What follows belongs to an exercise in optimizing a design on an open flow for small area; a production flow would make more cautious choices. Function was checked by simulation only, so behaviour that the tests miss may differ from the original. The flow treats the clock pin as an ideal source, which a real chip does not have. Power and IR drop assume default switching activity.

==> flow/design.v (excerpt) <==
module FSM(
	input  wire        clk,
	input  wire        reset_fsm,
	input  wire        DOUT,
	input  wire        DVALID_BAR,
	output wire        DXMIT_BAR,
	output wire        SYS_CLK,
	output wire        DCLK,
	output wire        CONV,
	output wire        fifo_flag,
	input  wire [9:0]  fifo_cnt,
	output wire [63:0] data2pipe,
	output wire        done,
	input  wire [31:0] TINT,
	output wire [31:0] fifo_th
    );
	wire sys_tick;
	CLKGEN clkgen1 (
		.clk(clk), .reset(reset_fsm), .TINT(TINT),
		.SYS_CLK(SYS_CLK), .CONV(CONV), .sys_tick(sys_tick));
	READOUT readout1 (
		.clk(clk), .RST(reset_fsm), .sys_tick(sys_tick), .SYS_CLK(SYS_CLK),
		.DVALID_BAR(DVALID_BAR), .DOUT(DOUT), .fifo_cnt(fifo_cnt), .TINT(TINT),
		.DXMIT_BAR(DXMIT_BAR), .DCLK(DCLK), .done(done), .data2pipe(data2pipe),
		.fifo_th(fifo_th), .fifo_flag(fifo_flag));
endmodule
==> flow/config.mk <==
export PLATFORM = sky130hd
export DESIGN_NAME = FSM
export DESIGN_NICKNAME = FSM
export VERILOG_FILES = /design/flow/design.v
export SDC_FILE = /design/flow/constraint.sdc
export NUM_CORES = 4
export LEC_CHECK = 0
export CAP_MARGIN = 20
export CORE_MARGIN = 2
export CORE_UTILIZATION = 70
export GPL_TIMING_DRIVEN = 0
export PLACE_DENSITY = 0.8
export SLEW_MARGIN = 20
==> flow/constraint.sdc <==
create_clock -name core_clock -period 10.0 [get_ports {clk}]
set_input_delay 2.0000 -clock core_clock [delete_from_list [all_inputs] [get_ports {clk}]]
set_output_delay 2.0000 -clock core_clock [all_outputs]
set_load 0.01 [all_outputs]
standard.sh (not shown) runs the stock make flow with config.mk's settings and CLKGATE_MAP_FILE= SYNTH_SCRIPT=/design/flow/synth_recipe.tcl, a recipe that flattens the netlist after the stock synthesis.
==> flow/flow/run.sh <==
#!/bin/bash
# ORFS layout (the standard.sh) with these changes:
# - synthesis maps logic with an area-oriented ABC script (flow/abc_area.script) and
#   leaves adders to ABC (no half/full adder cells); everything else in synthesis is
#   the standard flow's own script, so the registers are the same
# - port buffers are buf_1
# - one tie cell per constant value (no tie fanout repair)
set -euo pipefail
W=$(pwd)
{
  echo 'proc abc {args} {'
  echo '  set i [lsearch $args -script]'
  echo "  if {\$i >= 0} { set args [lreplace \$args \$i [expr {\$i+1}] -script $W/flow/abc_area.script] }"
  echo '  yosys abc {*}$args'
  echo '}'
  cat synth_recipe.tcl
} > my_synth.tcl
sed "s#SYNTH_SCRIPT=[^ ]*#SYNTH_SCRIPT=$W/my_synth.tcl#" standard.sh > my_standard.sh
grep -q "SYNTH_SCRIPT=$W/my_synth.tcl" my_standard.sh
export ADDER_MAP_FILE=
export BUFFER_PORTS_ARGS="-buffer_cell sky130_fd_sc_hd__buf_1"
export SKIP_REPAIR_TIE_FANOUT=1
export CTS_ARGS="-sink_clustering_enable -repair_clock_nets -buf_list sky130_fd_sc_hd__clkbuf_4 -root_buf sky130_fd_sc_hd__clkbuf_4 -dont_use_dummy_load"
export SYNTH_INSBUF=0
export POST_CTS_TCL=$W/flow/post_cts.tcl
bash my_standard.sh finish > standard.log 2>&1
==> flow/flow/abc_area.script <==
strash
dc2
&get -n
&st
&dch -f
&nf -R 1000 -C 32 -p
&st
&dch -f
&nf -R 1000 -C 32 -p
&put
topo
==> flow/flow/post_cts.tcl <==
estimate_parasitics -placement
set n_up 0
foreach inst [get_cells -hierarchical *] {
  if {[get_property $inst ref_name] != "sky130_fd_sc_hd__clkbuf_4"} { continue }
  set out [get_pins -of $inst -filter "direction == output"]
  set worst 0
  foreach p [get_pins -of [get_nets -of $out] -filter "direction == input"] {
    set s [get_property $p slew_max]
    if {$s > $worst} { set worst $s }
  }
  if {$worst > 0.110} {
    puts "upsizing [get_full_name $inst]: sink slew $worst"
    replace_cell $inst sky130_fd_sc_hd__clkbuf_8
    incr n_up
  }
}
if {$n_up > 0} {
  detailed_placement
  estimate_parasitics -placement
}
The baseline finished with timing, DRC and antenna clean.
Rerun with:
--- a/flow/flow/run.sh
+++ b/flow/flow/run.sh
@@ -6,4 +6,5 @@
 # - port buffers are buf_1
 # - one tie cell per constant value (no tie fanout repair)
+# - power recovery after global routing (downsizes cells off the critical paths)
 set -euo pipefail
 W=$(pwd)
@@ -22,5 +23,5 @@
 export SKIP_REPAIR_TIE_FANOUT=1
 export CTS_ARGS="-sink_clustering_enable -repair_clock_nets -buf_list sky130_fd_sc_hd__clkbuf_4 -root_buf sky130_fd_sc_hd__clkbuf_4 -dont_use_dummy_load"
-export SYNTH_INSBUF=0
+export RECOVER_POWER=100
 export POST_CTS_TCL=$W/flow/post_cts.tcl
 bash my_standard.sh finish > standard.log 2>&1
--- a/flow/config.mk
+++ b/flow/config.mk
@@ -8,6 +8,5 @@
 export CAP_MARGIN = 20
 export CORE_MARGIN = 2
-export CORE_UTILIZATION = 70
-export GPL_TIMING_DRIVEN = 0
-export PLACE_DENSITY = 0.8
+export CORE_UTILIZATION = 80
+export PLACE_DENSITY = 0.9
 export SLEW_MARGIN = 20
Outcome: Now the flow completed, yet does not pass: max-capacitance violations, max-slew violations. Routed wire length goes up by 8.6%. Die area goes down by about 3.2%. Clock power decreases by about 5%. Design area drops by 2.1%. Non-clock buffer count stays the same. Setup slack got worse by 0.74 ns. Utilization rose by 2.6 points.
Rerun with:
--- a/flow/flow/run.sh
+++ b/flow/flow/run.sh
@@ -6,5 +6,4 @@
 # - port buffers are buf_1
 # - one tie cell per constant value (no tie fanout repair)
-# - power recovery after global routing (downsizes cells off the critical paths)
 set -euo pipefail
 W=$(pwd)
@@ -23,5 +22,4 @@
 export SKIP_REPAIR_TIE_FANOUT=1
 export CTS_ARGS="-sink_clustering_enable -repair_clock_nets -buf_list sky130_fd_sc_hd__clkbuf_4 -root_buf sky130_fd_sc_hd__clkbuf_4 -dont_use_dummy_load"
-export RECOVER_POWER=100
 export POST_CTS_TCL=$W/flow/post_cts.tcl
 bash my_standard.sh finish > standard.log 2>&1
--- a/flow/config.mk
+++ b/flow/config.mk
@@ -9,4 +9,6 @@
 export CORE_MARGIN = 2
 export CORE_UTILIZATION = 80
+export GPL_ROUTABILITY_DRIVEN = 1
+export GPL_TIMING_DRIVEN = 0
 export PLACE_DENSITY = 0.9
 export SLEW_MARGIN = 20
Effect:
- With this change the flow ended with an error in global routing (GRT-0116)
- area after synthesis is unchanged
- synthesized cell count is unchanged
Rerun with:
--- a/flow/config.mk
+++ b/flow/config.mk
@@ -8,7 +8,6 @@
 export CAP_MARGIN = 20
 export CORE_MARGIN = 2
-export CORE_UTILIZATION = 80
-export GPL_ROUTABILITY_DRIVEN = 1
+export CORE_UTILIZATION = 70
 export GPL_TIMING_DRIVEN = 0
-export PLACE_DENSITY = 0.9
+export PLACE_DENSITY = 0.8
 export SLEW_MARGIN = 20
What happened: The changed run finished with timing, DRC and antenna clean. Synthesized cell count does not change. Area after synthesis stays the same.

== amber ==
FSM again, from the RTL that the note above started with.
// FSM
module FSM(
	input  wire        clk,
	input  wire        reset_fsm,
	input  wire        DOUT,
	input  wire        DVALID_BAR,
	output wire        DXMIT_BAR,
	output wire        SYS_CLK,
	output wire        DCLK,
	output wire        CONV,
	output wire        fifo_flag,
	input  wire [9:0]  fifo_cnt,
	output wire [63:0] data2pipe,
	output wire        done,
	input  wire [31:0] TINT,
	output wire [31:0] fifo_th
    );
export LEC_CHECK = 0
export CAP_MARGIN = 20
export CORE_MARGIN = 2
export CORE_UTILIZATION = 80
export PLACE_DENSITY = 0.9
export SLEW_MARGIN = 20
create_clock -name core_clock -period 10.0 [get_ports {clk}]
==> flow/flow/run.sh <==
#!/bin/bash
# ORFS layout (the standard.sh) with these changes:
# - synthesis maps logic with an area-oriented ABC script (flow/abc_area.script) and
#   leaves adders to ABC (no half/full adder cells); everything else in synthesis is
#   the standard flow's own script, so the registers are the same
# - port buffers are buf_1
# - one tie cell per constant value (no tie fanout repair)
set -euo pipefail
W=$(pwd)
{
  echo 'proc abc {args} {'
  echo '  set i [lsearch $args -script]'
  echo "  if {\$i >= 0} { set args [lreplace \$args \$i [expr {\$i+1}] -script $W/flow/abc_area.script] }"
  echo '  yosys abc {*}$args'
  echo '}'
  cat synth_recipe.tcl
} > my_synth.tcl
sed "s#SYNTH_SCRIPT=[^ ]*#SYNTH_SCRIPT=$W/my_synth.tcl#" standard.sh > my_standard.sh
grep -q "SYNTH_SCRIPT=$W/my_synth.tcl" my_standard.sh
export ADDER_MAP_FILE=
export BUFFER_PORTS_ARGS="-buffer_cell sky130_fd_sc_hd__buf_1"
export SKIP_REPAIR_TIE_FANOUT=1
export CTS_ARGS="-sink_clustering_enable -repair_clock_nets -buf_list sky130_fd_sc_hd__clkbuf_4 -root_buf sky130_fd_sc_hd__clkbuf_4 -dont_use_dummy_load"
export POST_CTS_TCL=$W/flow/post_cts.tcl
bash my_standard.sh finish > standard.log 2>&1
==> flow/flow/post_cts.tcl <==
estimate_parasitics -placement
set n_up 0
foreach inst [get_cells -hierarchical *] {
  if {[get_property $inst ref_name] != "sky130_fd_sc_hd__clkbuf_4"} { continue }
  set out [get_pins -of $inst -filter "direction == output"]
  set worst 0
  foreach p [get_pins -of [get_nets -of $out] -filter "direction == input"] {
    set s [get_property $p slew_max]
    if {$s > $worst} { set worst $s }
  }
  if {$worst > 0.118} {
    puts "upsizing [get_full_name $inst]: sink slew $worst"
    replace_cell $inst sky130_fd_sc_hd__clkbuf_8
    incr n_up
  }
}
if {$n_up > 0} {
  detailed_placement
  estimate_parasitics -placement
}
Scripts as last shown in full above: flow/flow/abc_area.script
No stage failed in amber, and the final checks on the layout all came back clean.
Setup changes, amber to xenon
diff --git a/flow/flow/post_cts.tcl b/flow/flow/post_cts.tcl
--- a/flow/flow/post_cts.tcl
+++ b/flow/flow/post_cts.tcl
@@ -10,3 +10,3 @@
   }
-  if {$worst > 0.118} {
+  if {$worst > 0.110} {
     puts "upsizing [get_full_name $inst]: sink slew $worst"
diff --git a/flow/config.mk b/flow/config.mk
--- a/flow/config.mk
+++ b/flow/config.mk
@@ -10,2 +10,3 @@
 export CORE_UTILIZATION = 80
+export GPL_TIMING_DRIVEN = 0
 export PLACE_DENSITY = 0.9
### Flow results
xenon never completed, since it errored out during global routing. Diff amber..xenon | simple-gate share of the synthesized area | unchanged. For share of the synthesized area in compound gates (AO/OA/AOI/OAI), amber and xenon come out practically identical. Taking amber over xenon, the final estimated routing congestion in global placement ratio works out to 1.06. Higher worst-case setup slack after placement among amber and xenon: amber. Comparing amber against xenon, there is no change at all in combined area of all synthesized cells. Synthesized net count essentially unchanged between amber and xenon. Synthesized cell count: amber vs xenon identical.
Input-level comparison between ember and xenon:
==> flow/flow/abc_area.script <==
strash
dc2
&get -n
&st
&dch -f
&nf -R 1000
&st
&dch -f
&nf -R 1000
&put
topo
diff --git a/flow/flow/post_cts.tcl b/flow/flow/post_cts.tcl
--- a/flow/flow/post_cts.tcl
+++ b/flow/flow/post_cts.tcl
@@ -10,3 +10,3 @@
   }
-  if {$worst > 0.110} {
+  if {$worst > 0.118} {
     puts "upsizing [get_full_name $inst]: sink slew $worst"
diff --git a/flow/config.mk b/flow/config.mk
--- a/flow/config.mk
+++ b/flow/config.mk
@@ -10,3 +10,2 @@
 export CORE_UTILIZATION = 80
-export GPL_TIMING_DRIVEN = 0
 export PLACE_DENSITY = 0.9
==> comparison <==
The log for xenon ends in global routing with error GRT-0116, so the run never completed.
ember finished all stages; the layout is clean.
Number of cells produced by synthesis was lower in xenon than in ember.
Going from xenon to ember, chip width neither gained nor lost much, HPWL reported at the end of detailed placement lost 2.5 mm, fraction of the yosys area taken by sequential cells lost 0.23 points, weighted congestion reported at the end of routability-driven placement lost about 2.8%.
[ember] initial core utilization rose 0.34 points relative to xenon
On number of placed cells counting well taps: between ember and xenon, it ends up higher for xenon.
Adder-cell share of the synthesized area of xenon is on par with ember.
Here is what was changed in the inputs of delta compared with ember.
diff --git a/flow/flow/run.sh b/flow/flow/run.sh
--- a/flow/flow/run.sh
+++ b/flow/flow/run.sh
@@ -7,2 +7,3 @@
 # - one tie cell per constant value (no tie fanout repair)
+# - the resizer may not use buffers larger than buf_6 (flow/dont_use.tcl)
 set -euo pipefail
@@ -23,2 +24,3 @@
 export CTS_ARGS="-sink_clustering_enable -repair_clock_nets -buf_list sky130_fd_sc_hd__clkbuf_4 -root_buf sky130_fd_sc_hd__clkbuf_4 -dont_use_dummy_load"
+for s in GLOBAL_PLACE RESIZE REPAIR_TIMING_POST_PLACE CTS GLOBAL_ROUTE DETAIL_ROUTE; do export PRE_${s}_TCL=$W/flow/dont_use.tcl; done
 export POST_CTS_TCL=$W/flow/post_cts.tcl
==> flow/flow/abc_area.script <==
strash
dc2
&get -n
&st
&dch -f
&nf -R 1000 -C 32 -p
&st
&dch -f
&nf -R 1000 -C 32 -p
&put
topo
==> flow/flow/dont_use.tcl (new file) <==
# Keep the resizer from reaching for large buffers; it buffers with buf_2..buf_6.
set_dont_use {sky130_fd_sc_hd__buf_8 sky130_fd_sc_hd__buf_12 sky130_fd_sc_hd__buf_16 sky130_fd_sc_hd__bufbuf_8 sky130_fd_sc_hd__bufbuf_16 sky130_fd_sc_hd__clkbuf_16}
diff --git a/flow/flow/post_cts.tcl b/flow/flow/post_cts.tcl
--- a/flow/flow/post_cts.tcl
+++ b/flow/flow/post_cts.tcl
@@ -10,3 +10,3 @@
   }
-  if {$worst > 0.118} {
+  if {$worst > 0.110} {
     puts "upsizing [get_full_name $inst]: sink slew $worst"
Results
Summary of delta over ember: total vias in the final route moved down, filler cell count in the final layout moved up, path length in cells of the critical path moved up.
Relative to delta, the following input files were edited for raven:
diff --git a/flow/flow/run.sh b/flow/flow/run.sh
--- a/flow/flow/run.sh
+++ b/flow/flow/run.sh
@@ -7,3 +7,2 @@
 # - one tie cell per constant value (no tie fanout repair)
-# - the resizer may not use buffers larger than buf_6 (flow/dont_use.tcl)
 set -euo pipefail
@@ -24,3 +23,3 @@
 export CTS_ARGS="-sink_clustering_enable -repair_clock_nets -buf_list sky130_fd_sc_hd__clkbuf_4 -root_buf sky130_fd_sc_hd__clkbuf_4 -dont_use_dummy_load"
-for s in GLOBAL_PLACE RESIZE REPAIR_TIMING_POST_PLACE CTS GLOBAL_ROUTE DETAIL_ROUTE; do export PRE_${s}_TCL=$W/flow/dont_use.tcl; done
+export GPL_KEEP_OVERFLOW=0
 export POST_CTS_TCL=$W/flow/post_cts.tcl
removed: flow/flow/dont_use.tcl
==> comparison <==
Combinational power share (higher): raven
Summary: with delta as the reference, fmax in raven moved up by a few percent.
Lower total power among raven and delta: raven
First-pass GRT wire length essentially unchanged between delta and raven.
Sort raven and delta by worst setup slack after layout asc -> top: delta
Re I/O pin total: no difference whatsoever between raven and delta.
As far as die boundary height goes, raven and delta are indistinguishable; the numbers are identical.
The run showing the smaller area growth from synthesis to layout is delta.
[inputs] tundra vs raven
diff --git a/flow/flow/run.sh b/flow/flow/run.sh
--- a/flow/flow/run.sh
+++ b/flow/flow/run.sh
@@ -23,3 +23,3 @@
 export CTS_ARGS="-sink_clustering_enable -repair_clock_nets -buf_list sky130_fd_sc_hd__clkbuf_4 -root_buf sky130_fd_sc_hd__clkbuf_4 -dont_use_dummy_load"
-export GPL_KEEP_OVERFLOW=0
+export DONT_USE_CELLS="sky130_fd_sc_hd__buf_8 sky130_fd_sc_hd__buf_12 sky130_fd_sc_hd__buf_16 sky130_fd_sc_hd__bufbuf_8 sky130_fd_sc_hd__bufbuf_16 sky130_fd_sc_hd__clkbuf_16"
 export POST_CTS_TCL=$W/flow/post_cts.tcl
Findings:
The hold slack in tundra was higher than what raven gave. Comparing raven against tundra, there is no change at all in number of logic inverters in the finished layout. Summary of the comparison: post-synthesis to final-layout area growth is lower in tundra, relative to raven.

[what the ideal ports hide]
The results above use ideal ports. As a check the final layouts listed here were re-extracted and re-timed, cells and wires unchanged. Step 1, drivers: a clkbuf_16 drives clk and a buf_2 each remaining input, both assumed. Step 2 adds t to the input delays and takes it off the output delays; t is the mean of the earliest and latest rising clock arrival at the registers after step 1. Input paths then give back, and output paths get back, about the clock's delay inside the block. Three values: no drivers, after step 1, after step 2; two values: the first two.
run	t (ns)	setup slack, ns	cell pins on the clock port's net
the first run of note 1	0.369	3.188 / 3.188 / 3.188	1
the second run of note 1	0.375	2.450 / 2.450 / 2.450	1
the fourth run of note 1	0.367	3.239 / 3.239 / 3.239	1
amber	0.376	3.231 / 3.231 / 3.231	1
ember	0.386	3.298 / 3.298 / 3.298	1
delta	0.376	2.785 / 2.785 / 2.785	1
raven	0.374	3.214 / 3.214 / 3.214	1
tundra	0.376	3.231 / 3.231 / 3.231	1
